From an optimization exercise on the open Yosys and OpenROAD flow, aimed at small area and a short achievable clock period; shortcuts taken in it are not production practice.
No run shown here included a check of the RTL's function; only the layout flow was run.
Power and IR drop assume default switching activity.

==> flow/design.v <==
module fp1(a, one, two, neg, rx, ry);
input wire [10:0] a;
input wire [5:0] one, two;
input wire [4:0] neg;
wire [4:0] nneg = ~neg;
output wire [20:0] rx, ry;
wire pp_0_0;
wire pp_0_1;
wire pp_0_2;
wire pp_0_3;
wire pp_0_4;
wire pp_0_5;
wire pp_0_6;
wire pp_0_7;
wire pp_0_8;
wire pp_0_9;
wire pp_0_10;
wire pp_0_11;
wire pp_1_0;
wire pp_1_1;
wire pp_1_2;
wire pp_1_3;
wire pp_1_4;
wire pp_1_5;
wire pp_1_6;
wire pp_1_7;
wire pp_1_8;
wire pp_1_9;
wire pp_1_10;
wire pp_1_11;
wire pp_2_0;
wire pp_2_1;
wire pp_2_2;
wire pp_2_3;
wire pp_2_4;
wire pp_2_5;
wire pp_2_6;
wire pp_2_7;
wire pp_2_8;
wire pp_2_9;
wire pp_2_10;
wire pp_2_11;
wire pp_3_0;
wire pp_3_1;
wire pp_3_2;
wire pp_3_3;
wire pp_3_4;
wire pp_3_5;
wire pp_3_6;
wire pp_3_7;
wire pp_3_8;
wire pp_3_9;
wire pp_3_10;
wire pp_3_11;
wire pp_4_0;
wire pp_4_1;
wire pp_4_2;
wire pp_4_3;
wire pp_4_4;
wire pp_4_5;
wire pp_4_6;
wire pp_4_7;
wire pp_4_8;
wire pp_4_9;
wire pp_4_10;
wire pp_4_11;
wire pp_5_0;
wire pp_5_1;
wire pp_5_2;
wire pp_5_3;
wire pp_5_4;
wire pp_5_5;
wire pp_5_6;
wire pp_5_7;
wire pp_5_8;
wire pp_5_9;
wire pp_5_10;
wire hs0;
wire hc0;
wire hs1;
wire hc1;
wire hs2;
wire hc2;
wire fs0;
wire fc0;
wire hs3;
wire hc3;
wire fs1;
wire fc1;
wire hs4;
wire hc4;
wire fs2;
wire fc2;
wire fs3;
wire fc3;
wire hs5;
wire hc5;
wire fs4;
wire fc4;
wire fs5;
wire fc5;
wire hs6;
wire hc6;
wire fs6;
wire fc6;
wire fs7;
wire fc7;
wire fs8;
wire fc8;
wire hs7;
wire hc7;
wire fs9;
wire fc9;
wire fs10;
wire fc10;
wire fs11;
wire fc11;
wire fs12;
wire fc12;
wire fs13;
wire fc13;
wire fs14;
wire fc14;
wire fs15;
wire fc15;
wire fs16;
wire fc16;
wire fs17;
wire fc17;
wire fs18;
wire fc18;
wire fs19;
wire fc19;
wire fs20;
wire fc20;
wire fs21;
wire fc21;
wire fs22;
wire fc22;
wire fs23;
wire fc23;
wire fs24;
wire fc24;
wire fs25;
wire fc25;
wire fs26;
wire fc26;
wire fs27;
wire fc27;
wire fs28;
wire fc28;
wire fs29;
wire fc29;
wire fs30;
wire fc30;
wire fs31;
wire fc31;
wire pp_2_11_n;
wire fs32;
wire fc32;
wire fs33;
wire fc33;
wire fs34;
wire fc34;
wire fs35;
wire fc35;
wire fs36;
wire fc36;
wire fs37;
wire fc37;
wire pp_3_11_n;
wire fs38;
wire fc38;
wire fs39;
wire fc39;
wire fs40;
wire fc40;
wire fs41;
wire fc41;
wire pp_4_11_n;
wire fs42;
wire fc42;
wire fs43;
wire fc43;
assign pp_0_0 = (one[0] & a[0]) ^ neg[0];
assign pp_0_1 = ((one[0] & a[1]) | (two[0] & a[0])) ^ neg[0];
assign pp_0_2 = ((one[0] & a[2]) | (two[0] & a[1])) ^ neg[0];
assign pp_0_3 = ((one[0] & a[3]) | (two[0] & a[2])) ^ neg[0];
assign pp_0_4 = ((one[0] & a[4]) | (two[0] & a[3])) ^ neg[0];
assign pp_0_5 = ((one[0] & a[5]) | (two[0] & a[4])) ^ neg[0];
assign pp_0_6 = ((one[0] & a[6]) | (two[0] & a[5])) ^ neg[0];
assign pp_0_7 = ((one[0] & a[7]) | (two[0] & a[6])) ^ neg[0];
assign pp_0_8 = ((one[0] & a[8]) | (two[0] & a[7])) ^ neg[0];
assign pp_0_9 = ((one[0] & a[9]) | (two[0] & a[8])) ^ neg[0];
assign pp_0_10 = ((one[0] & a[10]) | (two[0] & a[9])) ^ neg[0];
assign pp_0_11 = (two[0] & a[10]) ^ neg[0];
assign pp_1_0 = (one[1] & a[0]) ^ neg[1];
assign pp_1_1 = ((one[1] & a[1]) | (two[1] & a[0])) ^ neg[1];
assign pp_1_2 = ((one[1] & a[2]) | (two[1] & a[1])) ^ neg[1];
assign pp_1_3 = ((one[1] & a[3]) | (two[1] & a[2])) ^ neg[1];
assign pp_1_4 = ((one[1] & a[4]) | (two[1] & a[3])) ^ neg[1];
assign pp_1_5 = ((one[1] & a[5]) | (two[1] & a[4])) ^ neg[1];
assign pp_1_6 = ((one[1] & a[6]) | (two[1] & a[5])) ^ neg[1];
assign pp_1_7 = ((one[1] & a[7]) | (two[1] & a[6])) ^ neg[1];
assign pp_1_8 = ((one[1] & a[8]) | (two[1] & a[7])) ^ neg[1];
assign pp_1_9 = ((one[1] & a[9]) | (two[1] & a[8])) ^ neg[1];
assign pp_1_10 = ((one[1] & a[10]) | (two[1] & a[9])) ^ neg[1];
assign pp_1_11 = (two[1] & a[10]) ^ neg[1];
assign pp_2_0 = (one[2] & a[0]) ^ neg[2];
assign pp_2_1 = ((one[2] & a[1]) | (two[2] & a[0])) ^ neg[2];
assign pp_2_2 = ((one[2] & a[2]) | (two[2] & a[1])) ^ neg[2];
assign pp_2_3 = ((one[2] & a[3]) | (two[2] & a[2])) ^ neg[2];
assign pp_2_4 = ((one[2] & a[4]) | (two[2] & a[3])) ^ neg[2];
assign pp_2_5 = ((one[2] & a[5]) | (two[2] & a[4])) ^ neg[2];
assign pp_2_6 = ((one[2] & a[6]) | (two[2] & a[5])) ^ neg[2];
assign pp_2_7 = ((one[2] & a[7]) | (two[2] & a[6])) ^ neg[2];
assign pp_2_8 = ((one[2] & a[8]) | (two[2] & a[7])) ^ neg[2];
assign pp_2_9 = ((one[2] & a[9]) | (two[2] & a[8])) ^ neg[2];
assign pp_2_10 = ((one[2] & a[10]) | (two[2] & a[9])) ^ neg[2];
assign pp_2_11 = (two[2] & a[10]) ^ neg[2];
assign pp_3_0 = (one[3] & a[0]) ^ neg[3];
assign pp_3_1 = ((one[3] & a[1]) | (two[3] & a[0])) ^ neg[3];
assign pp_3_2 = ((one[3] & a[2]) | (two[3] & a[1])) ^ neg[3];
assign pp_3_3 = ((one[3] & a[3]) | (two[3] & a[2])) ^ neg[3];
assign pp_3_4 = ((one[3] & a[4]) | (two[3] & a[3])) ^ neg[3];
assign pp_3_5 = ((one[3] & a[5]) | (two[3] & a[4])) ^ neg[3];
assign pp_3_6 = ((one[3] & a[6]) | (two[3] & a[5])) ^ neg[3];
assign pp_3_7 = ((one[3] & a[7]) | (two[3] & a[6])) ^ neg[3];
assign pp_3_8 = ((one[3] & a[8]) | (two[3] & a[7])) ^ neg[3];
assign pp_3_9 = ((one[3] & a[9]) | (two[3] & a[8])) ^ neg[3];
assign pp_3_10 = ((one[3] & a[10]) | (two[3] & a[9])) ^ neg[3];
assign pp_3_11 = (two[3] & a[10]) ^ neg[3];
assign pp_4_0 = (one[4] & a[0]) ^ neg[4];
assign pp_4_1 = ((one[4] & a[1]) | (two[4] & a[0])) ^ neg[4];
assign pp_4_2 = ((one[4] & a[2]) | (two[4] & a[1])) ^ neg[4];
assign pp_4_3 = ((one[4] & a[3]) | (two[4] & a[2])) ^ neg[4];
assign pp_4_4 = ((one[4] & a[4]) | (two[4] & a[3])) ^ neg[4];
assign pp_4_5 = ((one[4] & a[5]) | (two[4] & a[4])) ^ neg[4];
assign pp_4_6 = ((one[4] & a[6]) | (two[4] & a[5])) ^ neg[4];
assign pp_4_7 = ((one[4] & a[7]) | (two[4] & a[6])) ^ neg[4];
assign pp_4_8 = ((one[4] & a[8]) | (two[4] & a[7])) ^ neg[4];
assign pp_4_9 = ((one[4] & a[9]) | (two[4] & a[8])) ^ neg[4];
assign pp_4_10 = ((one[4] & a[10]) | (two[4] & a[9])) ^ neg[4];
assign pp_4_11 = (two[4] & a[10]) ^ neg[4];
assign pp_5_0 = (one[5] & a[0]);
assign pp_5_1 = ((one[5] & a[1]) | (two[5] & a[0]));
assign pp_5_2 = ((one[5] & a[2]) | (two[5] & a[1]));
assign pp_5_3 = ((one[5] & a[3]) | (two[5] & a[2]));
assign pp_5_4 = ((one[5] & a[4]) | (two[5] & a[3]));
assign pp_5_5 = ((one[5] & a[5]) | (two[5] & a[4]));
assign pp_5_6 = ((one[5] & a[6]) | (two[5] & a[5]));
assign pp_5_7 = ((one[5] & a[7]) | (two[5] & a[6]));
assign pp_5_8 = ((one[5] & a[8]) | (two[5] & a[7]));
assign pp_5_9 = ((one[5] & a[9]) | (two[5] & a[8]));
assign pp_5_10 = ((one[5] & a[10]) | (two[5] & a[9]));
ha_c u_h0(.a(neg[1]), .b(pp_0_2), .s(hs0), .co(hc0));
ha_c u_h1(.a(pp_0_3), .b(pp_1_1), .s(hs1), .co(hc1));
ha_c u_h2(.a(neg[2]), .b(pp_0_4), .s(hs2), .co(hc2));
fa_c u_f0(.a(pp_1_2), .b(pp_2_0), .c(hc1), .s(fs0), .co(fc0));
ha_c u_h3(.a(pp_0_5), .b(pp_1_3), .s(hs3), .co(hc3));
fa_c u_f1(.a(pp_2_1), .b(hc2), .c(hs3), .s(fs1), .co(fc1));
ha_c u_h4(.a(neg[3]), .b(pp_0_6), .s(hs4), .co(hc4));
fa_c u_f2(.a(pp_1_4), .b(pp_2_2), .c(pp_3_0), .s(fs2), .co(fc2));
fa_c u_f3(.a(hc3), .b(hs4), .c(fs2), .s(fs3), .co(fc3));
ha_c u_h5(.a(pp_0_7), .b(pp_1_5), .s(hs5), .co(hc5));
fa_c u_f4(.a(pp_2_3), .b(pp_3_1), .c(hc4), .s(fs4), .co(fc4));
fa_c u_f5(.a(hs5), .b(fc2), .c(fs4), .s(fs5), .co(fc5));
ha_c u_h6(.a(neg[4]), .b(pp_0_8), .s(hs6), .co(hc6));
fa_c u_f6(.a(pp_1_6), .b(pp_2_4), .c(pp_3_2), .s(fs6), .co(fc6));
fa_c u_f7(.a(pp_4_0), .b(hc5), .c(hs6), .s(fs7), .co(fc7));
fa_c u_f8(.a(fs6), .b(fc4), .c(fs7), .s(fs8), .co(fc8));
ha_c u_h7(.a(pp_0_9), .b(pp_1_7), .s(hs7), .co(hc7));
fa_c u_f9(.a(pp_2_5), .b(pp_3_3), .c(pp_4_1), .s(fs9), .co(fc9));
fa_c u_f10(.a(hc6), .b(hs7), .c(fc6), .s(fs10), .co(fc10));
fa_c u_f11(.a(fs9), .b(fc7), .c(fs10), .s(fs11), .co(fc11));
fa_c u_f12(.a(pp_0_10), .b(pp_1_8), .c(pp_2_6), .s(fs12), .co(fc12));
fa_c u_f13(.a(pp_3_4), .b(pp_4_2), .c(pp_5_0), .s(fs13), .co(fc13));
fa_c u_f14(.a(hc7), .b(fc9), .c(fs12), .s(fs14), .co(fc14));
fa_c u_f15(.a(fs13), .b(fc10), .c(fs14), .s(fs15), .co(fc15));
fa_c u_f16(.a(pp_0_11), .b(pp_1_9), .c(pp_2_7), .s(fs16), .co(fc16));
fa_c u_f17(.a(pp_3_5), .b(pp_4_3), .c(pp_5_1), .s(fs17), .co(fc17));
fa_c u_f18(.a(fc12), .b(fc13), .c(fs16), .s(fs18), .co(fc18));
fa_c u_f19(.a(fs17), .b(fc14), .c(fs18), .s(fs19), .co(fc19));
fa_c u_f20(.a(neg[0]), .b(pp_1_10), .c(pp_2_8), .s(fs20), .co(fc20));
fa_c u_f21(.a(pp_3_6), .b(pp_4_4), .c(pp_5_2), .s(fs21), .co(fc21));
fa_c u_f22(.a(fc16), .b(fc17), .c(fs20), .s(fs22), .co(fc22));
fa_c u_f23(.a(fs21), .b(fc18), .c(fs22), .s(fs23), .co(fc23));
fa_c u_f24(.a(neg[0]), .b(pp_1_11), .c(pp_2_9), .s(fs24), .co(fc24));
fa_c u_f25(.a(pp_3_7), .b(pp_4_5), .c(pp_5_3), .s(fs25), .co(fc25));
fa_c u_f26(.a(fc20), .b(fc21), .c(fs24), .s(fs26), .co(fc26));
fa_c u_f27(.a(fs25), .b(fc22), .c(fs26), .s(fs27), .co(fc27));
fa_c u_f28(.a(nneg[1]), .b(nneg[0]), .c(pp_2_10), .s(fs28), .co(fc28));
fa_c u_f29(.a(pp_3_8), .b(pp_4_6), .c(pp_5_4), .s(fs29), .co(fc29));
fa_c u_f30(.a(fc24), .b(fs28), .c(fc25), .s(fs30), .co(fc30));
fa_c u_f31(.a(fs29), .b(fc26), .c(fs30), .s(fs31), .co(fc31));
assign pp_2_11_n = ~pp_2_11;
fa_c u_f32(.a(pp_3_9), .b(pp_4_7), .c(pp_5_5), .s(fs32), .co(fc32));
fa_c u_f33(.a(pp_2_11_n), .b(fc28), .c(fc29), .s(fs33), .co(fc33));
fa_c u_f34(.a(fs32), .b(fc30), .c(fs33), .s(fs34), .co(fc34));
fa_c u_f35(.a(nneg[2]), .b(pp_3_10), .c(pp_4_8), .s(fs35), .co(fc35));
fa_c u_f36(.a(pp_5_6), .b(pp_2_11), .c(fc32), .s(fs36), .co(fc36));
fa_c u_f37(.a(fs35), .b(fc33), .c(fs36), .s(fs37), .co(fc37));
assign pp_3_11_n = ~pp_3_11;
fa_c u_f38(.a(pp_4_9), .b(pp_5_7), .c(pp_3_11_n), .s(fs38), .co(fc38));
fa_c u_f39(.a(fc35), .b(fs38), .c(fc36), .s(fs39), .co(fc39));
fa_c u_f40(.a(nneg[3]), .b(pp_4_10), .c(pp_5_8), .s(fs40), .co(fc40));
fa_c u_f41(.a(pp_3_11), .b(fc38), .c(fs40), .s(fs41), .co(fc41));
assign pp_4_11_n = ~pp_4_11;
fa_c u_f42(.a(pp_5_9), .b(pp_4_11_n), .c(fc40), .s(fs42), .co(fc42));
fa_c u_f43(.a(nneg[4]), .b(pp_5_10), .c(pp_4_11), .s(fs43), .co(fc43));
assign rx = {fs43, fs42, fs41, fs39, fc34, fc31, fc27, fc23, fc19, fc15, fc11, fc8, fc5, fc3, fc1, fc0, hs2, hc0, pp_1_0, pp_0_1, neg[0]};
assign ry = {fc42, fc41, fc39, fc37, fs37, fs34, fs31, fs27, fs23, fs19, fs15, fs11, fs8, fs5, fs3, fs1, fs0, hs1, hs0, 1'b0, pp_0_0};
endmodule
module fa_c(a, b, c, s, co);
input wire a, b, c;
output wire s, co;
assign s = a ^ b ^ c;
assign co = (a & b) | (c & (a ^ b));
endmodule
module ha_c(a, b, s, co);
input wire a, b;
output wire s, co;
assign s = a ^ b;
assign co = a & b;
endmodule
module ha1_c(a, b, s, co);
input wire a, b;
output wire s, co;
assign s = ~(a ^ b);
assign co = a | b;
endmodule
module fp2(s, e, sign, fp_result, under, over);
input wire [20:9] s;
input wire [4:0] e;
input wire sign;
output wire [15:0] fp_result;
output wire under, over;
wire [4:0] e_inc = e + 5'd1;
wire u0 = e > 5'd24;
wire u1 = (e > 5'd23) && (e != 5'd31);    
wire [4:0] te = s[20] ? e : e_inc;
wire [10:0] ts = s[20] ? s[19:9] : s[20:10];
assign fp_result = {sign, te[3:0], ts};
assign under = s[20] ? u0 : u1;
assign over = te[4];
endmodule
module fp_mul(clk, op1, op2, result, under, over);
input wire clk;
input wire [15:0] op1, op2;
output wire [15:0] result;
output wire under, over;
wire [13:0] bx = {2'b00, op2[10:0], 1'b0};
wire [5:0] one_d, two_d;
wire [4:0] neg_d;
genvar i;
generate for (i = 0; i < 6; i = i + 1) begin : g_booth
	assign one_d[i] = bx[2*i+1] ^ bx[2*i];
	assign two_d[i] = (bx[2*i+2] & ~bx[2*i+1] & ~bx[2*i]) | (~bx[2*i+2] & bx[2*i+1] & bx[2*i]);
	if (i < 5) begin : g_neg
		assign neg_d[i] = bx[2*i+2];
	end
end endgenerate
reg [10:0] sa;
reg [5:0] bone, btwo;
reg [4:0] bneg;
reg [4:0] e1;
reg sg1;
always @(posedge clk)
begin
	sa <= op1[10:0];
	bone <= one_d;
	btwo <= two_d;
	bneg <= neg_d;
	e1 <= {1'b0, op1[14:11]} + {1'b0, op2[14:11]} - 5'd7;
	sg1 <= op1[15] ^ op2[15];
end
wire [20:0] rx, ry;
fp1 stage1(.a(sa), .one(bone), .two(btwo), .neg(bneg), .rx(rx), .ry(ry));
wire [20:0] px = rx, py = ry;
wire [20:0] p, g;
wire q1, q2, q3, q4, q5, q6, q7, q8, q9, q10, q11, q12, q13, q14, q15, q16, q17, q18, q19, q20, q21, q22, q23, q24, q25, q26, q27, q28, q29, q30, q31, q32, q33, q34, q35, q36, q37, q38, q39, q40, q41;
ha_c u_pg0(.a(px[0]), .b(py[0]), .s(p[0]), .co(g[0]));
assign p[1] = px[1];
assign g[1] = 1'b0;
ha_c u_pg2(.a(px[2]), .b(py[2]), .s(p[2]), .co(g[2]));
ha_c u_pg3(.a(px[3]), .b(py[3]), .s(p[3]), .co(g[3]));
ha_c u_pg4(.a(px[4]), .b(py[4]), .s(p[4]), .co(g[4]));
ha_c u_pg5(.a(px[5]), .b(py[5]), .s(p[5]), .co(g[5]));
ha_c u_pg6(.a(px[6]), .b(py[6]), .s(p[6]), .co(g[6]));
ha_c u_pg7(.a(px[7]), .b(py[7]), .s(p[7]), .co(g[7]));
ha_c u_pg8(.a(px[8]), .b(py[8]), .s(p[8]), .co(g[8]));
ha_c u_pg9(.a(px[9]), .b(py[9]), .s(p[9]), .co(g[9]));
ha_c u_pg10(.a(px[10]), .b(py[10]), .s(p[10]), .co(g[10]));
ha_c u_pg11(.a(px[11]), .b(py[11]), .s(p[11]), .co(g[11]));
ha_c u_pg12(.a(px[12]), .b(py[12]), .s(p[12]), .co(g[12]));
ha_c u_pg13(.a(px[13]), .b(py[13]), .s(p[13]), .co(g[13]));
ha_c u_pg14(.a(px[14]), .b(py[14]), .s(p[14]), .co(g[14]));
ha_c u_pg15(.a(px[15]), .b(py[15]), .s(p[15]), .co(g[15]));
ha_c u_pg16(.a(px[16]), .b(py[16]), .s(p[16]), .co(g[16]));
ha_c u_pg17(.a(px[17]), .b(py[17]), .s(p[17]), .co(g[17]));
ha_c u_pg18(.a(px[18]), .b(py[18]), .s(p[18]), .co(g[18]));
ha_c u_pg19(.a(px[19]), .b(py[19]), .s(p[19]), .co(g[19]));
ha_c u_pg20(.a(px[20]), .b(py[20]), .s(p[20]), .co(g[20]));
assign q1 = p[1] & g[0];
pg_c u_q2(.gh(g[3]), .ph(p[3]), .gl(g[2]), .pl(p[2]), .g(q2), .p(q3));
pg_c u_q4(.gh(g[5]), .ph(p[5]), .gl(g[4]), .pl(p[4]), .g(q4), .p(q5));
pg_c u_q6(.gh(g[7]), .ph(p[7]), .gl(g[6]), .pl(p[6]), .g(q6), .p(q7));
g_c u_q8(.gh(g[2]), .ph(p[2]), .gl(q1), .g(q8));
g_c u_q9(.gh(q2), .ph(q3), .gl(q1), .g(q9));
pg_c u_q10(.gh(g[6]), .ph(p[6]), .gl(q4), .pl(q5), .g(q10), .p(q11));
pg_c u_q12(.gh(q6), .ph(q7), .gl(q4), .pl(q5), .g(q12), .p(q13));
g_c u_q14(.gh(g[4]), .ph(p[4]), .gl(q9), .g(q14));
g_c u_q15(.gh(q4), .ph(q5), .gl(q9), .g(q15));
g_c u_q16(.gh(q10), .ph(q11), .gl(q9), .g(q16));
g_c u_q17(.gh(q12), .ph(q13), .gl(q9), .g(q17));
g_c u_q18(.gh(g[8]), .ph(p[8]), .gl(q17), .g(q18));
pg_c u_q19(.gh(g[10]), .ph(p[10]), .gl(g[9]), .pl(p[9]), .g(q19), .p(q20));
pg_c u_q21(.gh(g[12]), .ph(p[12]), .gl(g[11]), .pl(p[11]), .g(q21), .p(q22));
pg_c u_q23(.gh(g[11]), .ph(p[11]), .gl(q19), .pl(q20), .g(q23), .p(q24));
pg_c u_q25(.gh(q21), .ph(q22), .gl(q19), .pl(q20), .g(q25), .p(q26));
wire [3:0] bs0 = {p[12] ^ q23, p[11] ^ q19, p[10] ^ g[9], p[9]};
pg_c u_q27(.gh(g[14]), .ph(p[14]), .gl(g[13]), .pl(p[13]), .g(q27), .p(q28));
pg_c u_q29(.gh(g[16]), .ph(p[16]), .gl(g[15]), .pl(p[15]), .g(q29), .p(q30));
pg_c u_q31(.gh(g[15]), .ph(p[15]), .gl(q27), .pl(q28), .g(q31), .p(q32));
pg_c u_q33(.gh(q29), .ph(q30), .gl(q27), .pl(q28), .g(q33), .p(q34));
wire [3:0] bs1 = {p[16] ^ q31, p[15] ^ q27, p[14] ^ g[13], p[13]};
g_c u_q35(.gh(g[18]), .ph(p[18]), .gl(g[17]), .g(q35));
pg_c u_q36(.gh(g[20]), .ph(p[20]), .gl(g[19]), .pl(p[19]), .g(q36), .p(q37));
g_c u_q38(.gh(g[19]), .ph(p[19]), .gl(q35), .g(q38));
g_c u_q39(.gh(q36), .ph(q37), .gl(q35), .g(q39));
wire [3:0] bs2 = {p[20] ^ q38, p[19] ^ q35, p[18] ^ g[17], p[17]};
assign q40 = p[17] & p[18];
assign q41 = q40 & p[19];
reg hc;
reg [3:0] bs0r;
reg bg0;
reg bp0;
reg [3:0] bs1r;
reg bg1;
reg bp1;
reg [3:0] bs2r;
reg bt;
reg [4:0] e2;
reg sg2;
always @(posedge clk)
begin
	hc <= q18;
	bs0r <= bs0;
	bg0 <= q25;
	bp0 <= q26;
	bs1r <= bs1;
	bg1 <= q33;
	bp1 <= q34;
	bs2r <= bs2;
	bt <= q41;
	e2 <= e1;
	sg2 <= sg1;
end
wire c0 = hc;
wire c1 = bg0 | (bp0 & c0);
wire c2 = bg1 | (bp1 & c1);
wire [3:0] bi0 = bs0r + c0;
wire [3:0] bi1 = bs1r + c1;
wire [3:0] bi2 = bs2r + c2;
wire s20 = bs2r[3] ^ (c2 & bt);
wire [20:9] s = {s20, bi2[2:0], bi1, bi0};
fp2 stage2(.s(s), .e(e2), .sign(sg2), .fp_result(result), .under(under), .over(over));
endmodule
module pg_c(gh, ph, gl, pl, g, p);
input wire gh, ph, gl, pl;
output wire g, p;
assign g = gh | (ph & gl);
assign p = ph & pl;
endmodule
module g_c(gh, ph, gl, g);
input wire gh, ph, gl;
output wire g;
assign g = gh | (ph & gl);
endmodule
==> flow/flow/run.sh <==
#!/bin/bash
# The standard layout (the standard.sh) with changes: plain buf_1
# cells as the input and output port buffers instead of the ones
# buffer_ports picks, clock tree synthesis without dummy load cells,
# and the ORFS settings below.
export BUFFER_PORTS_ARGS="-buffer_cell sky130_fd_sc_hd__buf_1"
export CTS_ARGS="-sink_clustering_enable -repair_clock_nets -buf_list sky130_fd_sc_hd__clkbuf_8 -dont_use_dummy_load"
export SETUP_MOVE_SEQUENCE="unbuffer,sizeup,swap"
bash standard.sh > standard.log 2>&1
==> flow/standard.sh <==
#!/bin/bash
# synth_recipe.tcl (not shown) runs the flow's synth.tcl, then flattens the netlist and writes it again
# the make line also repeats each setting of config.mk as NAME=value (left out here)
make -C /OpenROAD-flow-scripts/flow DESIGN_CONFIG=/design/flow/config.mk WORK_HOME=/design/flow/orfs CLKGATE_MAP_FILE= SYNTH_SCRIPT=/design/flow/synth_recipe.tcl "${@:-finish}"
==> flow/config.mk <==
export PLATFORM = sky130hd
export DESIGN_NAME = fp_mul
export DESIGN_NICKNAME = fp_mul
export VERILOG_FILES = /design/flow/design.v
export SDC_FILE = /design/flow/constraint.sdc
export NUM_CORES = 4
export LEC_CHECK = 0
export CAP_MARGIN = 20
export CORE_MARGIN = 2
export CORE_UTILIZATION = 40
export SETUP_SLACK_MARGIN = 1.8
export SLEW_MARGIN = 20
export SYNTH_HIERARCHICAL = 1
export SYNTH_MINIMUM_KEEP_SIZE = 0
==> flow/constraint.sdc <==
create_clock -name core_clock -period 5.3 [get_ports {clk}]
set_input_delay 1.0600 -clock core_clock [delete_from_list [all_inputs] [get_ports {clk}]]
set_output_delay 1.0600 -clock core_clock [all_outputs]
set_load 0.01 [all_outputs]
==> results of run 1 <==
worst paths after layout:
check | from | to
worst max register to register | btwo[4] | bs1r[3]
worst min-delay path | e1[2] | e2[2]
worst min register to register | e1[2] | e2[2]
worst max-delay path | btwo[4] | bs1r[3]
cell usage in the layout (no fill, tap or decap), drive strengths merged, types with 4 or more instances in the layout:
master	count
nand2	11
clkbuf	9
a22oi	50
a22o	10
o21ai	5
mux2	12
fa	45
buf	50
inv	18
xnor2	69
ha	45
nand2b	5
and2	13
xor2	19
nand3b	4
dfxtp	58
a21o	20
registers in the layout (all words and copies together), names as in the netlist:
register and flops:
sa 11, bp1 1, bg1 1, hc 1, bt 1, sg2 1, bg0 1, e1 5
btwo 6, bs1r 4, bone 6, e2 5, sg1 1, bneg 5, bs0r 4, bs2r 4
bp0 1
power breakdown:
group,switching (uW),internal (uW),total (uW)
Sequential,103,562,665
Clock,138,150,288
Combinational,783,821,1600
Total,1020,1530,2560
layout make-up:
type                            instances  area, sq um
Fill cell                            1252         7540
Multi-Input combinational cell        322         3350
Sequential cell                        58         1190
Tap cell                              172          215
Timing Repair Buffer                   50          188
Clock buffer                            9          124
Inverter                               18         67.6
worst max-delay path, stage by stage (launching register included):
cell     delay (ns)
dfxtp_1        0.57
a22oi_1        0.17
xnor2_1        0.18
fa_1           0.42
fa_1           0.53
fa_1           0.43
ha_1           0.35
a21o_1         0.21
a21o_1         0.20
xor2_1         0.15
per-stage QoR:
stage	utilization, %	hold slack [ns]	cell area [sq um]	setup WS [ns]
final	40.5	0.315	5130	1.97
after global routing	40.5	0.321	5130	1.80
after detailed placement	39.2	0.312	4970	1.73
after global placement	39.2	0.313	4970	1.77
after CTS	40.2	0.319	5100	1.81
after floorplan	-	0.310	5190	2.00
per-layer routing:
metal  track usage, %  routed length [microns]
met1             18.9                     4080
met2             22.0                     4160
met3             3.83                      622
met4             3.16                       88
met5                0                        0
==> out/metrics.cfg, run 1 <==
[worst_setup_path]
cp.arrival_ns=3.53
cp-start-kind=flop
cp_max_fo=11
cp-end-kind=flop
critical_path_class=flop to flop
rr_worst_depth=9
r2r_setup_slack_ns=1.97
required_ns=5.50

[yosys]
postSynthAreaPerCell_sq_um=10.9
synthCells=475
synth-warning-count=7
synthesis.area_sq_um=5190
synthesis.nets=598

[cts]
numCtsBuffers=9
clkSinkCount=58
postCtsSetupRepairBufs=0
cts_max_path_buffers=2
htreeDepth=3
cts_resized=4
path_clk_slew_ns=0.06
clock_latency_ns=0.33
postCtsHoldBufs=0
cts_tree=done
root_buffer=clkbuf_8

[drt]
routed_wl_microns=8940
drt_iter0_markers=199
drtPass1Iterations=5
ant_nets=0
drt-wirelength-per-cell_microns=14.2
drc=0
avgViaCountPerCell=4.88
via_count=3069

[power_and_ir_drop]
power_uw=2560
power_density_nw_per_um2=498
p_leak_uw=0.00218
ir_drop_mv=0.218

[sta]
final_hold_viol_count=0
timing.fmax_ghz=0.300
slew_headroom_pct=60.4
period_share_pct=62.8
finClkSkew_ns=0.0134
grt_setup_unrepaired=no
drv_slew=0
tns_ns=0
setup_viol=0
layout_min_cycle_time_ns=3.33
tightest_slew_ns=0.593

[cells_and_area]
layoutNonFillerInstCount=629
drive_above_1_share_pct=11.6
fin_nets=582
syn2layout_area_growth_pct=-1.20
antenna_cells=0

[grt]
grt_pass1_wl_microns=15800
overflow=0
grt_usage_pct=13.9
first_global_vias=3211
antenna_found_initial=0
grt_max_degree=19

[die]
dieArea_sq_um=13900
start_util_pct=41.0
num_rows=41
io_pins=51
fp.dieH_microns=118
fp.dieW_microns=118
core_area_sq_um=12700

[worst_hold_path]
min_path_cells=0
hold_class=flop to flop

[placed_design]
dp.cells=620
io_buffers=50
gp_congestion=0.898
dp_hpwl_microns=7060

[status]
outcome=complete, no violations

[job]
cap_violations=0

==> run 2, diff against run 1 <==
--- a/flow/config.mk
+++ b/flow/config.mk
@@ -10,3 +10,3 @@
 export CORE_UTILIZATION = 40
-export SETUP_SLACK_MARGIN = 1.8
+export SETUP_SLACK_MARGIN = 2.0
 export SLEW_MARGIN = 20
==> run 2 against run 1 <==
Still clean on timing, DRC and antenna; first-iteration DRC count down 6.5%; design area up 1.1%; count of clock-buffer cells in the layout unchanged; utilization up 0.46 points; worst setup slack better by 0.099 ns; fmax up 3.1%; global-route usage about the same; area after synthesis unchanged; sequential power about the same; critical endpoint unchanged.
==> out/metrics.cfg, run 2 <==
[status]
outcome=complete, no violations

[yosys]
synthesis.area_sq_um=5190  ; unchanged
synth-warning-count=7  ; unchanged
postSynthAreaPerCell_sq_um=10.9  ; unchanged
synthesis.nets=598  ; unchanged
synthCells=475  ; unchanged

[drt]
drtPass1Iterations=5  ; unchanged
drt_iter0_markers=186  ; -6.5%
drc=0  ; unchanged
drt-wirelength-per-cell_microns=14.3  ; +0.57%
routed_wl_microns=9000  ; +0.57%
via_count=3075  ; +0.20%
ant_nets=0  ; unchanged
avgViaCountPerCell=4.89  ; +0.20%

[die]
start_util_pct=41.0  ; unchanged
dieArea_sq_um=13900  ; unchanged
io_pins=51  ; unchanged
num_rows=41  ; unchanged
fp.dieW_microns=118  ; unchanged
fp.dieH_microns=118  ; unchanged
core_area_sq_um=12700  ; unchanged

[grt]
overflow=0  ; unchanged
grt_pass1_wl_microns=15800  ; -0.39%
antenna_found_initial=0  ; unchanged
grt_usage_pct=13.9  ; -0.043 points
grt_max_degree=19  ; unchanged
first_global_vias=3193  ; -0.56%

[worst_setup_path]
critical_path_class=flop to flop
path_buf_inv=0  ; unchanged
cp.arrival_ns=3.43  ; -0.10 ns
cp_max_fo=12  ; +1
cp-end-kind=flop
crit_path_max_incr_delay_ns=0.55  ; -0.02 ns
cp-start-kind=flop
path_delay_family=adder cells
required_ns=5.50  ; about the same
crit_chain=a22oi_2 > xnor2_1 > fa_1 > fa_1 > fa_1 > ha_1 > a21o_1 > a21o_1 > xor2_1
slowest_stage=fa_1
path_common_cell=fa_1

[placed_design]
gp_congestion=0.898  ; unchanged
io_buffers=50  ; unchanged
dp_hpwl_microns=7060  ; unchanged

[cells_and_area]
syn2layout_area_growth_pct=-0.0722
reg.largest.list=sa (11), bone (6), btwo (6)
antenna_cells=0  ; unchanged
drive_above_1_share_pct=13.3  ; +1.8 points
fin_nets=582  ; unchanged
final_common_cell=xnor2_1
final_cell_mix=xnor2_1, buf_1, fa_1, ha_1, a22oi_1
largest_reg_flops=11  ; unchanged
post-route-util_pct=41.0  ; +0.46 points
largest_register=sa

[cts]
cts_max_path_buffers=2  ; unchanged
path_clk_slew_ns=0.06  ; about the same
numCtsBuffers=9  ; unchanged
htreeDepth=3  ; unchanged
root_buffer=clkbuf_8
cts_tree=done
postCtsHoldBufs=0  ; unchanged
clkSinkCount=58  ; unchanged
clock_latency_ns=0.33  ; about the same

[sta]
setup_viol=0  ; unchanged
tightest_slew_ns=0.593  ; unchanged
drv_slew=0  ; unchanged
finClkSkew_ns=0.0148  ; +0.00136 ns
grt_setup_unrepaired=yes
final_hold_viol_count=0  ; unchanged
tns_ns=0  ; unchanged
slew_headroom_pct=60.4  ; unchanged
timing.fmax_ghz=0.310  ; +3.1%
period_share_pct=60.9  ; -1.9 points
layout_min_cycle_time_ns=3.23  ; -0.0992 ns

[job]
cap_violations=0  ; unchanged

[worst_hold_path]
hold_class=flop to flop

[power_and_ir_drop]
ir_drop_mv=0.224  ; +2.8%
power_density_nw_per_um2=493  ; -1.0%
p_leak_uw=0.00219  ; +0.33%

## run 2: power by group
| part | total, uW | switching [uW] | internal (uW) |
|---|---|---|---|
| combinational | 1610 | 784 | 824 |
| sequential | 665 | 105 | 559 |
| clock | 288 | 138 | 150 |
## run 2: worst paths after layout
kind | from | endpoint | slack [ns] | depth (start not counted)
setup reg to reg | sa[9] | bs1r[3] | 2.07 | 9
hold reg to reg | e1[2] | e2[2] | 0.32 | 0
hold / removal | e1[2] | e2[2] | 0.32 | 0
setup / recovery | sa[9] | bs1r[3] | 2.07 | 9
## run 2: layer usage
metal / vias to the layer above / share of wire (%) / GRT usage, %
met1: 1471 / 47 / 18.9
met5: - / 0 / 0
met3: 10 / 6.0 / 3.83
met4: 0 / 0.99 / 3.16
li1: 1512 / - / -
met2: 82 / 46 / 21.9
## run 2: worst register-to-register path, cell delays in order (launching register included)
cell and delay [ns]:
dfxtp_4 0.39, a22oi_2 0.20, xnor2_1 0.15, fa_1 0.47
fa_1 0.55, fa_1 0.42, ha_1 0.35, a21o_1 0.22
a21o_1 0.20, xor2_1 0.15
## run 2: repair_timing
item | in CTS | in global routing
pin swaps | 0 | 0
buffers inserted | 0 | 0
endpoints found under the setup margin | 24 | 11
resized for setup | 24 | 22
endpoints found under the hold margin | 0 | 0
## run 2: per-stage QoR
step	area [sq um]	setup slack, ns	hold slack (ns)	power [uW]	std cells
6_report	5190	2.07	0.316	2560	629
5_1_grt	5190	1.96	0.321	2860	629
4_1_cts	5130	1.98	0.319	2610	629
3_5_place_dp	4970	1.73	0.312	2290	620
3_3_place_gp	4970	1.77	0.313	2260	620
2_1_floorplan	5190	2.00	0.310	2200	475
## run 2: cell type report
| cell class | count | area [sq um] |
|---|---|---|
| inverter | 18 | 67.6 |
| multi-input combinational | 322 | 3360 |
| tap | 172 | 215 |
| fill | 1242 | 7480 |
| sequential | 58 | 1230 |
| timing repair buffer | 50 | 188 |
| clock buffer | 9 | 124 |
==> run 3, diff against run 2 <==
--- a/flow/design.v
+++ b/flow/design.v
@@ -380,3 +380,3 @@
 wire [20:0] p, g;
-wire q1, q2, q3, q4, q5, q6, q7, q8, q9, q10, q11, q12, q13, q14, q15, q16, q17, q18, q19, q20, q21, q22, q23, q24, q25, q26, q27, q28, q29, q30, q31, q32, q33, q34, q35, q36, q37, q38, q39, q40, q41;
+wire q1, q2, q3, q4, q5, q6, q7, q8, q9, q10, q11, q12, q13, q14, q15, q16, q17, q18, q19, q20, q21, q22, q23, q24, q25, q26, q27, q28, q29, q30, q31, q32, q33;
 ha_c u_pg0(.a(px[0]), .b(py[0]), .s(p[0]), .co(g[0]));
@@ -417,26 +417,25 @@
 pg_c u_q19(.gh(g[10]), .ph(p[10]), .gl(g[9]), .pl(p[9]), .g(q19), .p(q20));
-pg_c u_q21(.gh(g[12]), .ph(p[12]), .gl(g[11]), .pl(p[11]), .g(q21), .p(q22));
-pg_c u_q23(.gh(g[11]), .ph(p[11]), .gl(q19), .pl(q20), .g(q23), .p(q24));
-pg_c u_q25(.gh(q21), .ph(q22), .gl(q19), .pl(q20), .g(q25), .p(q26));
-wire [3:0] bs0 = {p[12] ^ q23, p[11] ^ q19, p[10] ^ g[9], p[9]};
-pg_c u_q27(.gh(g[14]), .ph(p[14]), .gl(g[13]), .pl(p[13]), .g(q27), .p(q28));
-pg_c u_q29(.gh(g[16]), .ph(p[16]), .gl(g[15]), .pl(p[15]), .g(q29), .p(q30));
-pg_c u_q31(.gh(g[15]), .ph(p[15]), .gl(q27), .pl(q28), .g(q31), .p(q32));
-pg_c u_q33(.gh(q29), .ph(q30), .gl(q27), .pl(q28), .g(q33), .p(q34));
-wire [3:0] bs1 = {p[16] ^ q31, p[15] ^ q27, p[14] ^ g[13], p[13]};
-g_c u_q35(.gh(g[18]), .ph(p[18]), .gl(g[17]), .g(q35));
-pg_c u_q36(.gh(g[20]), .ph(p[20]), .gl(g[19]), .pl(p[19]), .g(q36), .p(q37));
-g_c u_q38(.gh(g[19]), .ph(p[19]), .gl(q35), .g(q38));
-g_c u_q39(.gh(q36), .ph(q37), .gl(q35), .g(q39));
-wire [3:0] bs2 = {p[20] ^ q38, p[19] ^ q35, p[18] ^ g[17], p[17]};
-assign q40 = p[17] & p[18];
-assign q41 = q40 & p[19];
+pg_c u_q21(.gh(g[11]), .ph(p[11]), .gl(q19), .pl(q20), .g(q21), .p(q22));
+wire [2:0] bs0 = {p[11] ^ q19, p[10] ^ g[9], p[9]};
+pg_c u_q23(.gh(g[13]), .ph(p[13]), .gl(g[12]), .pl(p[12]), .g(q23), .p(q24));
+pg_c u_q25(.gh(g[14]), .ph(p[14]), .gl(q23), .pl(q24), .g(q25), .p(q26));
+wire [2:0] bs1 = {p[14] ^ q23, p[13] ^ g[12], p[12]};
+pg_c u_q27(.gh(g[16]), .ph(p[16]), .gl(g[15]), .pl(p[15]), .g(q27), .p(q28));
+pg_c u_q29(.gh(g[17]), .ph(p[17]), .gl(q27), .pl(q28), .g(q29), .p(q30));
+wire [2:0] bs2 = {p[17] ^ q27, p[16] ^ g[15], p[15]};
+g_c u_q31(.gh(g[19]), .ph(p[19]), .gl(g[18]), .g(q31));
+g_c u_q32(.gh(g[20]), .ph(p[20]), .gl(q31), .g(q32));
+wire [2:0] bs3 = {p[20] ^ q31, p[19] ^ g[18], p[18]};
+assign q33 = p[18] & p[19];
 reg hc;
-reg [3:0] bs0r;
+reg [2:0] bs0r;
 reg bg0;
 reg bp0;
-reg [3:0] bs1r;
+reg [2:0] bs1r;
 reg bg1;
 reg bp1;
-reg [3:0] bs2r;
+reg [2:0] bs2r;
+reg bg2;
+reg bp2;
+reg [2:0] bs3r;
 reg bt;
@@ -448,9 +447,12 @@
 	bs0r <= bs0;
-	bg0 <= q25;
-	bp0 <= q26;
+	bg0 <= q21;
+	bp0 <= q22;
 	bs1r <= bs1;
-	bg1 <= q33;
-	bp1 <= q34;
+	bg1 <= q25;
+	bp1 <= q26;
 	bs2r <= bs2;
-	bt <= q41;
+	bg2 <= q29;
+	bp2 <= q30;
+	bs3r <= bs3;
+	bt <= q33;
 	e2 <= e1;
@@ -461,7 +463,9 @@
 wire c2 = bg1 | (bp1 & c1);
-wire [3:0] bi0 = bs0r + c0;
-wire [3:0] bi1 = bs1r + c1;
-wire [3:0] bi2 = bs2r + c2;
-wire s20 = bs2r[3] ^ (c2 & bt);
-wire [20:9] s = {s20, bi2[2:0], bi1, bi0};
+wire c3 = bg2 | (bp2 & c2);
+wire [2:0] bi0 = bs0r + c0;
+wire [2:0] bi1 = bs1r + c1;
+wire [2:0] bi2 = bs2r + c2;
+wire [2:0] bi3 = bs3r + c3;
+wire s20 = bs3r[2] ^ (c3 & bt);
+wire [20:9] s = {s20, bi3[1:0], bi2, bi1, bi0};
 fp2 stage2(.s(s), .e(e2), .sign(sg2), .fp_result(result), .under(under), .over(over));
--- a/flow/config.mk
+++ b/flow/config.mk
@@ -10,3 +10,3 @@
 export CORE_UTILIZATION = 40
-export SETUP_SLACK_MARGIN = 2.0
+export SETUP_SLACK_MARGIN = 1.8
 export SLEW_MARGIN = 20
==> run 3 against run 2 <==
Worst setup slack got worse by 0.090 ns; area after synthesis increased by 0.24%; largest cell class unchanged; utilization decreased by 0.56 points; clock skew increased by 0.0016 ns; non-clock buffer count unchanged; still clean; register-to-register slack got worse by 0.09 ns.
==> out/metrics.cfg, run 3 <==
[status]
outcome=complete, no violations

[worst_setup_path]
crit_chain=a22oi_1 > xnor2_1 > fa_1 > fa_1 > fa_1 > ha_1 > a21o_1 > a21o_1
cp-start-kind=flop
crit_path_max_incr_delay_ns=0.69  ; +0.14 ns
critical_path_class=flop to flop
path_common_cell=fa_1
required_ns=5.51  ; about the same
slowest_stage=dfxtp_1
cp-end-kind=flop
cp.arrival_ns=3.53  ; +0.10 ns
cp_max_fo=12  ; unchanged

[cells_and_area]
largest_reg_flops=11  ; unchanged
largest_register=sa
drive_above_1_share_pct=7.05  ; -6.3 points
final_common_cell=xnor2_1
antenna_cells=0  ; unchanged
syn2layout_area_growth_pct=-1.68
fillers=1254  ; +0.97%
reg.largest.list=sa (11), bone (6), btwo (6)
final_cell_mix=xnor2_1, dfxtp_1, buf_1
fin_nets=580  ; -0.34%
design_area_sq_um=5120  ; -1.4%

[power_and_ir_drop]
p_int_uw=1550  ; +1.1%
p_leak_uw=0.00219  ; +0.30%
switchingPower_uw=1010  ; -1.8%
p_sw_share_pct=39.4  ; -0.68 points
power_frac_comb_pct=61.9  ; -0.9 points
power_density_nw_per_um2=500  ; +1.3%
power.share.sequential_pct=26.8  ; +0.8 points
ir_drop_mv=0.176  ; -22%
p_clk_share_pct=11.3  ; about the same

[die]
fp.dieH_microns=118  ; +0.11%
dieArea_sq_um=13900  ; +0.23%
io_pins=51  ; unchanged
start_util_pct=41.1  ; +0.099 points
fp.dieW_microns=118  ; +0.11%
core_area_sq_um=12700  ; unchanged
num_rows=41  ; unchanged

[yosys]
synthCells=472  ; -0.63%
synthesis.area_sq_um=5210  ; +0.24%
synthesis.nets=596  ; -0.33%
postSynthAreaPerCell_sq_um=11.0  ; +0.88%
synth-warning-count=7  ; unchanged

[placed_design]
dp_hpwl_microns=6960  ; -1.4%
placed_area_sq_um=4980  ; +0.25%
gp_congestion=0.865  ; -3.7%
place_ws_ns=1.89  ; +0.165 ns
io_buffers=50  ; unchanged

[drt]
drtPass1Iterations=5  ; unchanged
drt-wirelength-per-cell_microns=14.4  ; +0.65%
via_count=3073  ; -0.065%
drc=0  ; unchanged
routed_wl_microns=9010  ; +0.17%
drt_iter0_markers=244  ; +31%
ant_nets=0  ; unchanged
avgViaCountPerCell=4.91  ; +0.41%

[grt]
antenna_found_initial=0  ; unchanged
overflow=0  ; unchanged
first_global_vias=3129  ; -2.0%
grt_pass1_wl_microns=15500  ; -1.8%
grt_max_degree=19  ; unchanged
grt_usage_pct=13.9  ; about the same

[job]
cap_violations=0  ; unchanged

[sta]
period_share_pct=62.6  ; +1.7 points
finClkSkew_ns=0.0164  ; +0.00156 ns
hold_ws_ns=0.325  ; +0.00977 ns
tightest_slew_ns=0.821  ; +0.228 ns
setup_viol=0  ; unchanged
slew_headroom_pct=45.2  ; -15 points
drv_slew=0  ; unchanged
layout_min_cycle_time_ns=3.32  ; +0.0900 ns
tns_ns=0  ; unchanged
final_hold_viol_count=0  ; unchanged
grt_setup_unrepaired=no
timing.fmax_ghz=0.301  ; -2.7%
final.setup.worst_slack_ns=1.98  ; -0.0900 ns

[cts]
numCtsBuffers=9  ; unchanged
cts_max_path_buffers=2  ; unchanged
postCtsSetupRepairBufs=0  ; unchanged
postCtsHoldBufs=0  ; unchanged
htreeDepth=3  ; unchanged
path_clk_slew_ns=0.06  ; about the same
root_buffer=clkbuf_8
clkSinkCount=60  ; +3.4%
clock_latency_ns=0.33  ; about the same
cts_tree=done

[worst_hold_path]
hold_class=flop to flop

-- run 3: area by class of cell --
| type | count | area, sq um | area share [%] |
|---|---|---|---|
| inverter | 18 | 67.6 | 1.32 |
| sequential | 60 | 1200 | 23.5 |
| timing repair buffer | 50 | 188 | 3.67 |
| multi-input combinational | 317 | 3320 | 64.9 |
| clock buffer | 9 | 124 | 2.42 |
| tap | 172 | 215 | 4.20 |
-- run 3: routing by layer --
layer / vias to the layer above / global-route usage (%) / wire (microns) / part of all wire (%)
li1: 1500 / - / - / -
met1: 1476 / 18.8 / 4400 / 49
met2: 87 / 20.8 / 3980 / 44
met3: 10 / 3.34 / 496 / 5.5
met4: 0 / 6.25 / 131 / 1.5
met5: - / 0 / 0 / 0
-- run 3: worst paths after layout --
path	start	endpoint	slack, ns	cells after the start
min reg2reg	e1[4]	e2[4]	0.33	0
max reg2reg	sa[3]	bg1	1.98	8
max	sa[3]	bg1	1.98	8
min	e1[4]	e2[4]	0.33	0
-- run 3: metrics by stage --
step / power (uW) / std cells / utilization, %
3_3_place_gp: 2260 / 617 / 39.3
6_report: 2560 / 626 / 40.4
4_1_cts: 2610 / 626 / 40.4
5_1_grt: 2840 / 626 / 40.4
3_5_place_dp: 2290 / 617 / 39.3
2_1_floorplan: 2200 / 472 / -
-- run 3: worst max-delay path, delay by kind of cell (launching register included) --
family	cells	cell delay, ns
flip-flops	1	0.69
adder cells (fa/ha/maj)	4	1.75
AO/OA/AOI/OAI	3	0.56
XOR/XNOR	1	0.18
-- run 3: what timing repair did --
action                                  in CTS  in global routing
endpoints found under the setup margin       9                  4
resized for setup                            1                  1
hold endpoints to repair                     0                  0
-- run 3: power by group through the flow --
| stage | sequential (uW) | combinational [uW] | clock [uW] |
|---|---|---|---|
| finish | 685 | 1580 | 290 |
| global route | 702 | 1820 | 321 |
| CTS | 686 | 1620 | 303 |
| detailed placement | 692 | 1600 | 0 |
| global placement | 690 | 1570 | 0 |
| floorplan | 629 | 1570 | 0 |
==> run 4, diff against run 3 <==
--- a/flow/config.mk
+++ b/flow/config.mk
@@ -10,3 +10,3 @@
 export CORE_UTILIZATION = 40
-export SETUP_SLACK_MARGIN = 1.8
+export SETUP_SLACK_MARGIN = 2.0
 export SLEW_MARGIN = 20
==> run 4 against run 3 <==
Wire length is 0.34% higher; clock skew hardly changed; register-to-register slack better by 0.12 ns; via count is 0.49% lower; count of clock-buffer cells in the layout stayed put; critical endpoint is now result[13]; largest cell class unchanged; synthesized cell count stayed put; utilization is 1.1 points higher; die area stayed put; still clean; clock power hardly changed; sequential share of layout area is 0.091 points lower.
==> out/metrics.cfg, run 4 <==
[die]
num_rows=41  ; unchanged
start_util_pct=41.1  ; unchanged
dieArea_sq_um=13900  ; unchanged
core_area_sq_um=12700  ; unchanged
fp.dieW_microns=118  ; unchanged
io_pins=51  ; unchanged
fp.dieH_microns=118  ; unchanged

[cells_and_area]
largest_reg_flops=11  ; unchanged
antenna_cells=0  ; unchanged
multi_input_area_sq_um=3370  ; +1.3%
regArea_sq_um=1230  ; +2.3%
syn2layout_area_growth_pct=0.961
final_common_cell=xnor2_1
fillers=1259  ; +0.40%
design_area_sq_um=5260  ; +2.7%
drive_above_1_share_pct=15.4  ; +8.4 points
final_cell_mix=xnor2_1, ha_1, fa_1, a22oi_1
reg.largest.list=sa (11), bone (6), btwo (6)
largest_register=sa
fin_nets=580  ; unchanged

[sta]
final_hold_viol_count=0  ; unchanged
layout_min_cycle_time_ns=3.24  ; -0.0762 ns
grt_setup_unrepaired=yes
finClkSkew_ns=0.0167  ; +0.000327 ns
slew_headroom_pct=53.2  ; +8.0 points
tightest_slew_ns=0.701  ; -0.120 ns
period_share_pct=61.2  ; -1.4 points
final.setup.worst_slack_ns=2.06  ; +0.0762 ns
tns_ns=0  ; unchanged
setup_viol=0  ; unchanged
timing.fmax_ghz=0.308  ; +2.4%
drv_slew=0  ; unchanged

[placed_design]
dp_hpwl_microns=6960  ; unchanged
place_ws_ns=1.89  ; unchanged
placed_area_sq_um=4980  ; unchanged
io_buffers=50  ; unchanged
gp_congestion=0.865  ; unchanged

[power_and_ir_drop]
ir_drop_mv=0.181  ; +2.7%
power_uw=2750  ; +7.3%
power_density_nw_per_um2=522  ; +4.5%
p_leak_uw=0.00229  ; +4.4%

[drt]
ant_nets=0  ; unchanged
via_count=3058  ; -0.49%
routed_wl_microns=9040  ; +0.34%
drt_iter0_markers=203  ; -17%
drtPass1Iterations=4  ; -1
drc=0  ; unchanged
drt-wirelength-per-cell_microns=14.4  ; +0.34%
avgViaCountPerCell=4.88  ; -0.49%

[grt]
grt_pass1_wl_microns=15500  ; unchanged
busiest_layer=met2
grt_max_degree=19  ; unchanged
use_met2_pct=20.8  ; unchanged
use_met1_pct=18.8  ; unchanged
first_global_vias=3129  ; unchanged
grt_util_met3_pct=3.34  ; unchanged
grt_usage_pct=13.9  ; unchanged
antenna_found_initial=0  ; unchanged
overflow=0  ; unchanged

[yosys]
synth-warning-count=7  ; unchanged
synthesis.area_sq_um=5210  ; unchanged
postSynthAreaPerCell_sq_um=11.0  ; unchanged
synthCells=472  ; unchanged
synthesis.nets=596  ; unchanged

[worst_setup_path]
critical_path_class=flop to output pin
cp.arrival_ns=2.18  ; -1.35 ns
startpoint=bg1
cp-end-kind=output pin
cp-start-kind=flop
cp_max_fo=18  ; +6
r2r_setup_slack_ns=2.10  ; +0.12 ns
required_ns=4.24  ; -1.27 ns
crit_chain=a21o_1 > a22o_1 > xor2_4 > nand2b_4 > xnor2_2 > buf_2
slowest_stage=xor2_4
crit_path_max_incr_delay_ns=0.60  ; -0.09 ns
rr_startpoint=sa[1]

[worst_hold_path]
hold_class=flop to flop
hp-start=e1[4]

[cts]
cts_tree=done
clkSinkCount=60  ; unchanged
path_clk_slew_ns=0.06  ; about the same
htreeDepth=3  ; unchanged
numCtsBuffers=9  ; unchanged
root_buffer=clkbuf_8
postCtsHoldBufs=0  ; unchanged
cts_max_path_buffers=2  ; unchanged
clock_latency_ns=0.33  ; about the same
postCtsSetupRepairBufs=0  ; unchanged

[status]
outcome=complete, no violations

[job]
cap_violations=0  ; unchanged

==> run 4: changes by cell type in the layout (fill, tap and decap cells not counted), sizes merged <==
cell,before,now
buf,50,47
clkbuf,9,12
==> run 4: final cells by class <==
type                       instances  area share (%)
inverter                          18            1.29
timing repair buffer              50            4.83
multi-input combinational        317            64.0
clock buffer                       9            2.36
tap                              172            4.09
sequential                        60            23.4
==> run 4: what timing repair did <==
action / CTS / global route
resized for setup: 4 / 61
setup endpoints to repair: 25 / 23
pin swaps: 0 / 4
==> run 4: routing by layer <==
metal	vias to the layer above	wire length (microns)
met4	0	97
met3	7	492
met1	1467	4320
met5	-	0
met2	85	4130
li1	1499	-
==> run 4: power by group <==
part / internal [uW] / total, uW / switching [uW]
clock: 150 / 290 / 140
combinational: 975 / 1770 / 792
sequential: 587 / 689 / 102
total: 1710 / 2750 / 1030
==> run 4: final timing paths <==
path / end / depth (start not counted)
hold reg to reg: e2[4] / 0
setup reg to reg: bg0 / 8
setup / recovery: result[13] / 6
hold / removal: e2[4] / 0
==> run 4: stage by stage <==
| step | cells | utilization (%) | hold slack (ns) |
|---|---|---|---|
| after floorplan | 472 | - | 0.310 |
| after global placement | 617 | 39.3 | 0.312 |
| after detailed placement | 617 | 39.3 | 0.314 |
| after CTS | 626 | 40.4 | 0.330 |
| after global routing | 626 | 41.5 | 0.333 |
| final | 626 | 41.5 | 0.325 |
==> run 4: worst max-delay path, delay by kind of cell, from the launching register on <==
family / cells / cell delay [ns]
AO/OA/AOI/OAI: 2 / 0.44
XOR/XNOR: 2 / 0.70
flip-flops: 1 / 0.32
AND/OR/NAND/NOR: 1 / 0.27
buffers and inverters: 1 / 0.14
==> run 5, diff against run 4 <==
--- a/flow/design.v
+++ b/flow/design.v
@@ -380,3 +380,3 @@
 wire [20:0] p, g;
-wire q1, q2, q3, q4, q5, q6, q7, q8, q9, q10, q11, q12, q13, q14, q15, q16, q17, q18, q19, q20, q21, q22, q23, q24, q25, q26, q27, q28, q29, q30, q31, q32, q33;
+wire q1, q2, q3, q4, q5, q6, q7, q8, q9, q10, q11, q12, q13, q14, q15, q16, q17, q18, q19, q20, q21, q22, q23, q24, q25, q26, q27, q28, q29, q30, q31, q32, q33, q34, q35, q36, q37, q38, q39, q40, q41, q42, q43, q44, q45;
 ha_c u_pg0(.a(px[0]), .b(py[0]), .s(p[0]), .co(g[0]));
@@ -417,25 +417,26 @@
 pg_c u_q19(.gh(g[10]), .ph(p[10]), .gl(g[9]), .pl(p[9]), .g(q19), .p(q20));
-pg_c u_q21(.gh(g[11]), .ph(p[11]), .gl(q19), .pl(q20), .g(q21), .p(q22));
-wire [2:0] bs0 = {p[11] ^ q19, p[10] ^ g[9], p[9]};
-pg_c u_q23(.gh(g[13]), .ph(p[13]), .gl(g[12]), .pl(p[12]), .g(q23), .p(q24));
-pg_c u_q25(.gh(g[14]), .ph(p[14]), .gl(q23), .pl(q24), .g(q25), .p(q26));
-wire [2:0] bs1 = {p[14] ^ q23, p[13] ^ g[12], p[12]};
-pg_c u_q27(.gh(g[16]), .ph(p[16]), .gl(g[15]), .pl(p[15]), .g(q27), .p(q28));
-pg_c u_q29(.gh(g[17]), .ph(p[17]), .gl(q27), .pl(q28), .g(q29), .p(q30));
-wire [2:0] bs2 = {p[17] ^ q27, p[16] ^ g[15], p[15]};
-g_c u_q31(.gh(g[19]), .ph(p[19]), .gl(g[18]), .g(q31));
-g_c u_q32(.gh(g[20]), .ph(p[20]), .gl(q31), .g(q32));
-wire [2:0] bs3 = {p[20] ^ q31, p[19] ^ g[18], p[18]};
-assign q33 = p[18] & p[19];
+pg_c u_q21(.gh(g[12]), .ph(p[12]), .gl(g[11]), .pl(p[11]), .g(q21), .p(q22));
+pg_c u_q23(.gh(g[14]), .ph(p[14]), .gl(g[13]), .pl(p[13]), .g(q23), .p(q24));
+pg_c u_q25(.gh(g[11]), .ph(p[11]), .gl(q19), .pl(q20), .g(q25), .p(q26));
+pg_c u_q27(.gh(q21), .ph(q22), .gl(q19), .pl(q20), .g(q27), .p(q28));
+pg_c u_q29(.gh(g[13]), .ph(p[13]), .gl(q27), .pl(q28), .g(q29), .p(q30));
+pg_c u_q31(.gh(q23), .ph(q24), .gl(q27), .pl(q28), .g(q31), .p(q32));
+wire [5:0] bs0 = {p[14] ^ q29, p[13] ^ q27, p[12] ^ q25, p[11] ^ q19, p[10] ^ g[9], p[9]};
+g_c u_q33(.gh(g[16]), .ph(p[16]), .gl(g[15]), .g(q33));
+pg_c u_q34(.gh(g[18]), .ph(p[18]), .gl(g[17]), .pl(p[17]), .g(q34), .p(q35));
+pg_c u_q36(.gh(g[20]), .ph(p[20]), .gl(g[19]), .pl(p[19]), .g(q36), .p(q37));
+g_c u_q38(.gh(g[17]), .ph(p[17]), .gl(q33), .g(q38));
+g_c u_q39(.gh(q34), .ph(q35), .gl(q33), .g(q39));
+g_c u_q40(.gh(g[19]), .ph(p[19]), .gl(q39), .g(q40));
+g_c u_q41(.gh(q36), .ph(q37), .gl(q39), .g(q41));
+wire [5:0] bs1 = {p[20] ^ q40, p[19] ^ q39, p[18] ^ q38, p[17] ^ q33, p[16] ^ g[15], p[15]};
+assign q42 = p[15] & p[16];
+assign q43 = p[17] & p[18];
+assign q44 = q42 & q43;
+assign q45 = q44 & p[19];
 reg hc;
-reg [2:0] bs0r;
+reg [5:0] bs0r;
 reg bg0;
 reg bp0;
-reg [2:0] bs1r;
-reg bg1;
-reg bp1;
-reg [2:0] bs2r;
-reg bg2;
-reg bp2;
-reg [2:0] bs3r;
+reg [5:0] bs1r;
 reg bt;
@@ -447,12 +448,6 @@
 	bs0r <= bs0;
-	bg0 <= q21;
-	bp0 <= q22;
+	bg0 <= q31;
+	bp0 <= q32;
 	bs1r <= bs1;
-	bg1 <= q25;
-	bp1 <= q26;
-	bs2r <= bs2;
-	bg2 <= q29;
-	bp2 <= q30;
-	bs3r <= bs3;
-	bt <= q33;
+	bt <= q45;
 	e2 <= e1;
@@ -462,10 +457,6 @@
 wire c1 = bg0 | (bp0 & c0);
-wire c2 = bg1 | (bp1 & c1);
-wire c3 = bg2 | (bp2 & c2);
-wire [2:0] bi0 = bs0r + c0;
-wire [2:0] bi1 = bs1r + c1;
-wire [2:0] bi2 = bs2r + c2;
-wire [2:0] bi3 = bs3r + c3;
-wire s20 = bs3r[2] ^ (c3 & bt);
-wire [20:9] s = {s20, bi3[1:0], bi2, bi1, bi0};
+wire [5:0] bi0 = bs0r + c0;
+wire [5:0] bi1 = bs1r + c1;
+wire s20 = bs1r[5] ^ (c1 & bt);
+wire [20:9] s = {s20, bi1[4:0], bi0};
 fp2 stage2(.s(s), .e(e2), .sign(sg2), .fp_result(result), .under(under), .over(over));
--- a/flow/config.mk
+++ b/flow/config.mk
@@ -10,3 +10,3 @@
 export CORE_UTILIZATION = 40
-export SETUP_SLACK_MARGIN = 2.0
+export SETUP_SLACK_MARGIN = 1.8
 export SLEW_MARGIN = 20
==> run 5 against run 4 <==
Still clean; total power is 6.9% lower; clock skew is 0.0029 ns higher; count of clock-buffer cells in the layout is 4 lower; sequential share of layout area is 0.11 points lower; area after synthesis is 0.55% lower; final cell count is 0.64% higher; fmax is 3.6% lower; non-clock buffer count is 1 higher; die area is 0.53% lower; global-route usage is 0.066 points higher; register-to-register slack worse by 0.16 ns.
==> out/metrics.cfg, run 5 <==
[power_and_ir_drop]
ir_drop_mv=0.218  ; +20%
power.share.sequential_pct=25.2  ; about the same
p_clk_share_pct=8.2  ; -2.4 points
power_density_nw_per_um2=495  ; -5.2%
switchingPower_uw=1050  ; +1.9%
p_int_uw=1500  ; -12%
power_uw=2560  ; -6.9%
p_leak_uw=0.00216  ; -5.6%
power_frac_comb_pct=66.6  ; +2.3 points
p_sw_share_pct=41.2  ; +3.5 points

[die]
num_rows=41  ; unchanged
io_pins=51  ; unchanged
dieArea_sq_um=13900  ; -0.53%
core_area_sq_um=12600  ; -0.40%
start_util_pct=41.0  ; -0.061 points
fp.dieH_microns=118  ; -0.27%
fp.dieW_microns=118  ; -0.27%

[cts]
postCtsHoldBufs=0  ; unchanged
numCtsBuffers=5  ; -4
cts_tree=done
postCtsSetupRepairBufs=0  ; unchanged
htreeDepth=2  ; -1
clkSinkCount=56  ; -6.7%
root_buffer=clkbuf_8
clock_latency_ns=0.30  ; -0.03 ns
cts_max_path_buffers=2  ; unchanged
path_clk_slew_ns=0.09  ; +0.03 ns

[grt]
grt_pass1_wl_microns=15900  ; +2.8%
use_met2_pct=23.1  ; +2.3 points
overflow=0  ; unchanged
use_met1_pct=19.3  ; +0.49 points
grt_usage_pct=13.9  ; +0.066 points
grt_util_met3_pct=2.62  ; -0.73 points
first_global_vias=3172  ; +1.4%
grt_max_degree=19  ; unchanged
antenna_found_initial=0  ; unchanged
busiest_layer=met2

[placed_design]
gp_congestion=0.918  ; +6.2%
dp.cells=625  ; +1.3%
io_buffers=50  ; unchanged
dp_hpwl_microns=7140  ; +2.6%

[drt]
drt_iter0_markers=221  ; +8.9%
via_count=3096  ; +1.2%
drtPass1Iterations=4  ; unchanged
drc=0  ; unchanged
routed_wl_microns=9290  ; +2.7%
avgViaCountPerCell=4.91  ; +0.60%
ant_nets=0  ; unchanged
drt-wirelength-per-cell_microns=14.7  ; +2.1%

[cells_and_area]
largest_register=sa
largest_reg_flops=11  ; unchanged
antenna_cells=0  ; unchanged
final_common_cell=xnor2_1
layoutNonFillerInstCount=630  ; +0.64%
drive_above_1_share_pct=13.3  ; -2.1 points
syn2layout_area_growth_pct=-0.290
fin_nets=581  ; +0.17%
final_cell_mix=xnor2_1, buf_1, fa_1
regArea_sq_um=1200  ; -2.2%
multi_input_area_sq_um=3410  ; +1.3%
fillers=1267  ; +0.64%

[sta]
tns_ns=0  ; unchanged
period_share_pct=63.5  ; +2.3 points
slew_headroom_pct=33.6  ; -20 points
layout_min_cycle_time_ns=3.36  ; +0.123 ns
tightest_slew_ns=0.992  ; +0.291 ns
timing.fmax_ghz=0.297  ; -3.6%
setup_viol=0  ; unchanged
final_hold_viol_count=0  ; unchanged
grt_setup_unrepaired=no
finClkSkew_ns=0.0196  ; +0.00290 ns
drv_slew=0  ; unchanged

[worst_setup_path]
critical_path_class=flop to flop
required_ns=5.48  ; +1.24 ns
cp-end-kind=flop
cp-start-kind=flop
crit_chain=a22oi_2 > xnor2_2 > fa_1 > fa_1 > fa_1 > ha_1 > a21o_1 > a21o_1 > a21o_1 > xor2_1
cp.arrival_ns=3.55  ; +1.37 ns
slowest_stage=fa_1
cp_max_fo=11  ; -7
crit_path_max_incr_delay_ns=0.56  ; -0.04 ns

[job]
cap_violations=0  ; unchanged

[yosys]
synth-warning-count=7  ; unchanged
synthCells=479  ; +1.5%
synthesis.area_sq_um=5180  ; -0.55%
synthesis.nets=600  ; +0.67%
postSynthAreaPerCell_sq_um=10.8  ; -2.0%

[worst_hold_path]
hold_class=flop to flop

[status]
outcome=complete, no violations

run 5: changes by cell type in the layout (fill, tap and decap cells not counted), sizes merged, moves of 3 or more:
cell / delta
clkbuf: -7
nand3: +6
xnor2: +6
buf: +4
dfxtp: -4
ha: -3
run 5: path summary, 6_finish.rpt:
kind,cells after the start,slack (ns),end,start
max,10,1.94,bs0r[5],bone[0]
min reg2reg,0,0.33,sg2,sg1
min,0,0.33,sg2,sg1
max reg2reg,10,1.94,bs0r[5],bone[0]
run 5: metal layers:
| metal | vias up | share of wire [%] |
|---|---|---|
| li1 | 1518 | - |
| met1 | 1462 | 47 |
| met2 | 106 | 46 |
| met3 | 10 | 6.0 |
| met4 | 0 | 1.1 |
| met5 | - | 0 |
run 5: repair_timing:
action                     4_1_cts  5_1_grt
pin swaps                        0        3
setup endpoints to repair        5        2
resized for setup               23       30
run 5: area by class of cell:
cell class / instances / share of cell area [%]
timing repair buffer: 51 / 3.85
sequential: 56 / 23.3
inverter: 18 / 1.31
tap: 172 / 4.17
multi-input combinational: 328 / 66.0
clock buffer: 5 / 1.33
run 5: stage by stage:
step           worst slack (ns)  instance area (sq um)  hold WS [ns]  utilization (%)
2_1_floorplan              1.87                   5180         0.310                -
3_3_place_gp               1.65                   4960         0.314             39.3
3_5_place_dp               1.62                   4960         0.314             39.3
4_1_cts                    1.80                   5060         0.335             40.1
5_1_grt                    1.81                   5160         0.345             40.9
6_report                   1.94                   5160         0.334             40.9
run 5: worst max-delay path, delay by kind of cell (launching register included):
kind	cells	cell delay [ns]
fa+ha+maj	4	1.76
flops	1	0.45
xor+xnor	2	0.31
compound gates	4	0.73
run 5: power by group through the flow:
stage          Combinational [uW]  Sequential [uW]  Clock [uW]
2_1_floorplan                1670              595           0
3_3_place_gp                 1650              654           0
3_5_place_dp                 1690              657           0
4_1_cts                      1700              650         217
5_1_grt                      1960              660         233
6_report                     1700              646         209

[separate check: timing with driven ports]
In the flow no input, the clock included, has a driving cell. The finished layouts below were timed again as built, in two steps. Step 1 assumes that a clkbuf_16 drives the clock port and a buf_2 every other input. Step 2 times the ports against the registers' clock, not the clock port: input delays grow and output delays shrink by t, the midpoint of the rising clock arrivals with the driver on. Three values: no drivers, after step 1, after step 2; two values: the first two.
run | t, ns | slack for setup (ns) | slew at the worst register clock pin (ns)
run 1 | 0.348 | 1.972 / 1.972 / 1.972 | 0.06 / 0.06
run 2 | 0.349 | 2.071 / 2.071 / 2.071 | 0.06 / 0.06
run 3 | 0.356 | 1.981 / 1.981 / 1.981 | 0.07 / 0.07
run 4 | 0.357 | 2.058 / 2.025 / 2.104 | 0.07 / 0.07
run 5 | 0.326 | 1.935 / 1.935 / 1.935 | 0.10 / 0.10
After both steps every run listed still meets setup and hold.
